This design comes from an exercise in tuning for small area, a short achievable clock period and few clock cycles per item on the open sky130 flow, not from production work.
Only simulation tests tie the RTL to the original design; equivalence was not proved.

Design lut_master, start of the top module:
module lut_master #(parameter data_width = 16) (
		input wire clk,
		input wire reset,
		input wire req,
		input wire [8 - 1 : 0] lut_handle,
		input wire [data_width - 1 : 0] req_arg,
		output wire [data_width - 1 : 0] data_out,
		output reg valid,
		output reg invalid_request
	);
Size in the first run: roughly 41 flip-flops, ~45 I/O pins, roughly 0.013 sq mm of cells after synthesis.
Settings: LEC_CHECK=0, ABC_AREA=1, CAP_MARGIN=10, CORE_MARGIN=2, CORE_UTILIZATION=45, PLACE_DENSITY=0.6, SETUP_SLACK_MARGIN=2.0, SLEW_MARGIN=10, SYNTH_MEMORY_MAX_BITS=70000; clock period 8.0 ns.
standard.sh (not shown) runs the stock make flow with config.mk's settings and CLKGATE_MAP_FILE= SYNTH_SCRIPT=/design/flow/synth_recipe.tcl, a recipe that flattens the netlist after the stock synthesis.
==> flow/flow/run.sh <==
#!/bin/bash
# Standard layout, with two changes: the input and output ports are buffered
# by buf_4 cells instead of the delay buffers buffer_ports picks by default,
# and synthesis leaves the adders to abc instead of mapping them to the
# platform's full/half adder cells (the registers are the standard ones).
set -euo pipefail
bash standard.sh "BUFFER_PORTS_ARGS=-buffer_cell sky130_fd_sc_hd__buf_4" "ADDER_MAP_FILE=" finish > make_finish.log 2>&1
The baseline produced a clean layout.
Testbench counts at the start, summed over its fixed seeds: cycles 12,008, items 12,000.
Rerun with:
CAP_MARGIN = 20   (was 10)
CORE_UTILIZATION = 40   (was 45)
PLACE_DENSITY = 0.55   (was 0.6)
SLEW_MARGIN = 20   (was 10)
What happened:
- hold slack gets better by 0.0083 ns
- die area climbs by 12%
- fmax decreases by 0.83%
- utilization went down by 5.1 points
- global-route usage fell by 1.8 points
- worst setup slack is worse by 0.047 ns
Rerun with:
CORE_UTILIZATION = 45   (was 40)
PLACE_DENSITY = 0.6   (was 0.55)
TNS_END_PERCENT = 20   (was unset)
Critical path depth decreases by 6; wire length fell by about 5%; clock-buffer cell count does not change; via count goes up by about 0.6%; non-clock buffer count shrinks by 3.
Rerun with:
CORE_UTILIZATION = 35   (was 45)
PLACE_DENSITY = 0.45   (was 0.6)
TNS_END_PERCENT = unset   (was 20)
What happened: The new run finished with timing, DRC and antenna clean; global-route usage falls by 3.9 points; cell count rose by about 4%; via count stays flat; setup slack is better by 0.076 ns; flip-flop and latch count is unchanged.

* * *

Starting RTL as in the previous note.
clock: 8.0 ns
lec_check: 0
abc_area: 1
cap_margin: 20
core_margin: 2
core_utilization: 55
place_density: 0.65
setup_slack_margin: 2.0
slew_margin: 20
synth_memory_max_bits: 70000
Scripts as last shown in full above: flow/flow/run.sh
Testbench counts at the start, summed over its fixed seeds: cycles 12,008, items 12,000.
Then changed:
--- a/flow/config.mk
+++ b/flow/config.mk
@@ -10,5 +10,5 @@
 export CORE_MARGIN = 2
-export CORE_UTILIZATION = 55
-export PLACE_DENSITY = 0.65
-export SETUP_SLACK_MARGIN = 2.0
+export CORE_UTILIZATION = 45
+export PLACE_DENSITY = 0.6
+export SETUP_SLACK_MARGIN = 1.0
 export SLEW_MARGIN = 20
After rerunning: Via count shrinks by roughly a tenth. Clock-buffer cell count does not change. Final area shrinks by a few percent.

* * *

lut_master again, from the RTL that the note above started with.
Settings: LEC_CHECK=0, ABC_AREA=1, CAP_MARGIN=20, CORE_MARGIN=2, CORE_UTILIZATION=45, PLACE_DENSITY=0.6, SETUP_SLACK_MARGIN=2.25, SLEW_MARGIN=20, SYNTH_MEMORY_MAX_BITS=70000; clock period 8.0 ns.
Scripts as last shown in full above: flow/flow/run.sh
Testbench counts at the start, summed over its fixed seeds: cycles 12,008, items 12,000.
Next try:
SETUP_SLACK_MARGIN = 1.75   (was 2.25)
After rerunning:
- The new run passed the timing, design-rule and antenna checks
- count of clock-buffer cells in the layout is unchanged
- routed wire length fell by 3.2%
- flip-flop and latch count does not change
- cell area fell by 6.0%
- worst setup slack is worse by 0.42 ns
- synthesized area stays the same
- maximum frequency fell by 6.9%
- via count fell by 2.5%
- critical path depth rose by 5

* * *

Setup of build 63:
lut_master again, from the RTL that the note above started with.
clock: 8.0 ns
lec_check: 0
abc_area: 1
cap_margin: 20
core_margin: 2
core_utilization: 45
place_density: 0.6
slew_margin: 20
synth_memory_max_bits: 70000
==> flow/flow/run.sh <==
#!/bin/bash
# Standard layout, with the input and output ports buffered by buf_4 cells
# instead of the delay buffers buffer_ports picks by default.
set -euo pipefail
bash standard.sh "BUFFER_PORTS_ARGS=-buffer_cell sky130_fd_sc_hd__buf_4" finish > make_finish.log 2>&1
Per the final summary, build 63 finished and its layout is clean on timing, DRC and antenna.
Testbench counts of build 63, summed over its fixed seeds: cycles 12,008, items 12,000.
[inputs] trial 33 vs build 63
# build 63
export LEC_CHECK = 0
export ABC_AREA = 1
export CAP_MARGIN = 20
export CORE_MARGIN = 2
export CORE_UTILIZATION = 45
export PLACE_DENSITY = 0.6
export SLEW_MARGIN = 20
export SYNTH_MEMORY_MAX_BITS = 70000
create_clock -name core_clock -period 8.0 [get_ports {clk}]
# trial 33
export LEC_CHECK = 0
export ABC_AREA = 1
export CAP_MARGIN = 20
export CORE_MARGIN = 2
export CORE_UTILIZATION = 45
export PLACE_DENSITY = 0.6
export SETUP_SLACK_MARGIN = 2.5
export SLEW_MARGIN = 20
export SYNTH_MEMORY_MAX_BITS = 70000
create_clock -name core_clock -period 8.0 [get_ports {clk}]
==> flow/flow/run.sh <==
#!/bin/bash
# Standard layout, with two changes: the input and output ports are buffered
# by buf_4 cells instead of the delay buffers buffer_ports picks by default,
# and synthesis leaves the adders to abc instead of mapping them to the
# platform's full/half adder cells (the registers are the standard ones).
set -euo pipefail
bash standard.sh "BUFFER_PORTS_ARGS=-buffer_cell sky130_fd_sc_hd__buf_4" "ADDER_MAP_FILE=" finish > make_finish.log 2>&1
--- outcome ---
No stage failed in trial 33, and the final checks on the layout all came back clean.
The critical path class comes out input port to flop in one run and flop to output port in the other, namely in build 63 and trial 33 respectively.
Trial 33 and build 63 ended up with nearly the same worst hold slack.
Going from build 63 to trial 33, net count of the mapped netlist grew by more than a quarter.
Relative to build 63, the total placed instance area of trial 33 is higher by 12%.
Compared to build 63, the router laid down more metal wire for trial 33.
NOTE maximum frequency build 63->trial 33 increased by more than a quarter
Synthesized cell count for trial 33: 936 up relative to build 63
Going from build 63 to trial 33, cell count climbed 49%; die width climbed 15 µm; fraction of layout instances using a drive strength above 1 climbed 6.8 points.
Lower met1 layer usage reported by global route goes to trial 33 over build 63.

## port drivers added, routing unchanged
Ports are ideal in the flow. The routed layouts listed here were re-timed in OpenROAD. Step 1 (the two cells are an assumption about what drives the block):
set clk [get_ports {clk}]
set_driving_cell -lib_cell sky130_fd_sc_hd__clkbuf_16 $clk
set_driving_cell -lib_cell sky130_fd_sc_hd__buf_2 [delete_from_list [all_inputs] $clk]
Step 2, shift: input delay + t, output delay - t, t = (earliest + latest rising clock arrival at the registers) / 2. This alone moves slack from input paths to output paths. a / b / c = ideal / step 1 / step 2; a / b = the first two.
run	t, ns	setup WS [ns]	cell pins on the clock port's net
the first run of note 1	0.357	2.326 / 2.309 / 1.963	1
the second run of note 1	0.335	2.279 / 2.258 / 1.958	1
the third run of note 1	0.356	2.315 / 2.289 / 1.951	1
the fourth run of note 1	0.355	2.391 / 2.338 / 2.066	1
the first run of note 2	0.351	1.162 / 1.112 / 1.463	1
the second run of note 2	0.356	1.662 / 1.692 / 1.336	1
the first run of note 3	0.352	2.421 / 2.386 / 2.034	1
the second run of note 3	0.356	2.004 / 2.025 / 1.668	1
build 63	0.331	0.244 / 0.263 / -0.068	1
trial 33	0.358	2.490 / 2.437 / 2.129	1
With both steps, setup timing fails in build 63, where it was met with ideal ports. The setup slack of the first run of note 3, which loses most, moves by -0.035 ns with the drivers and by -0.387 ns with both steps.
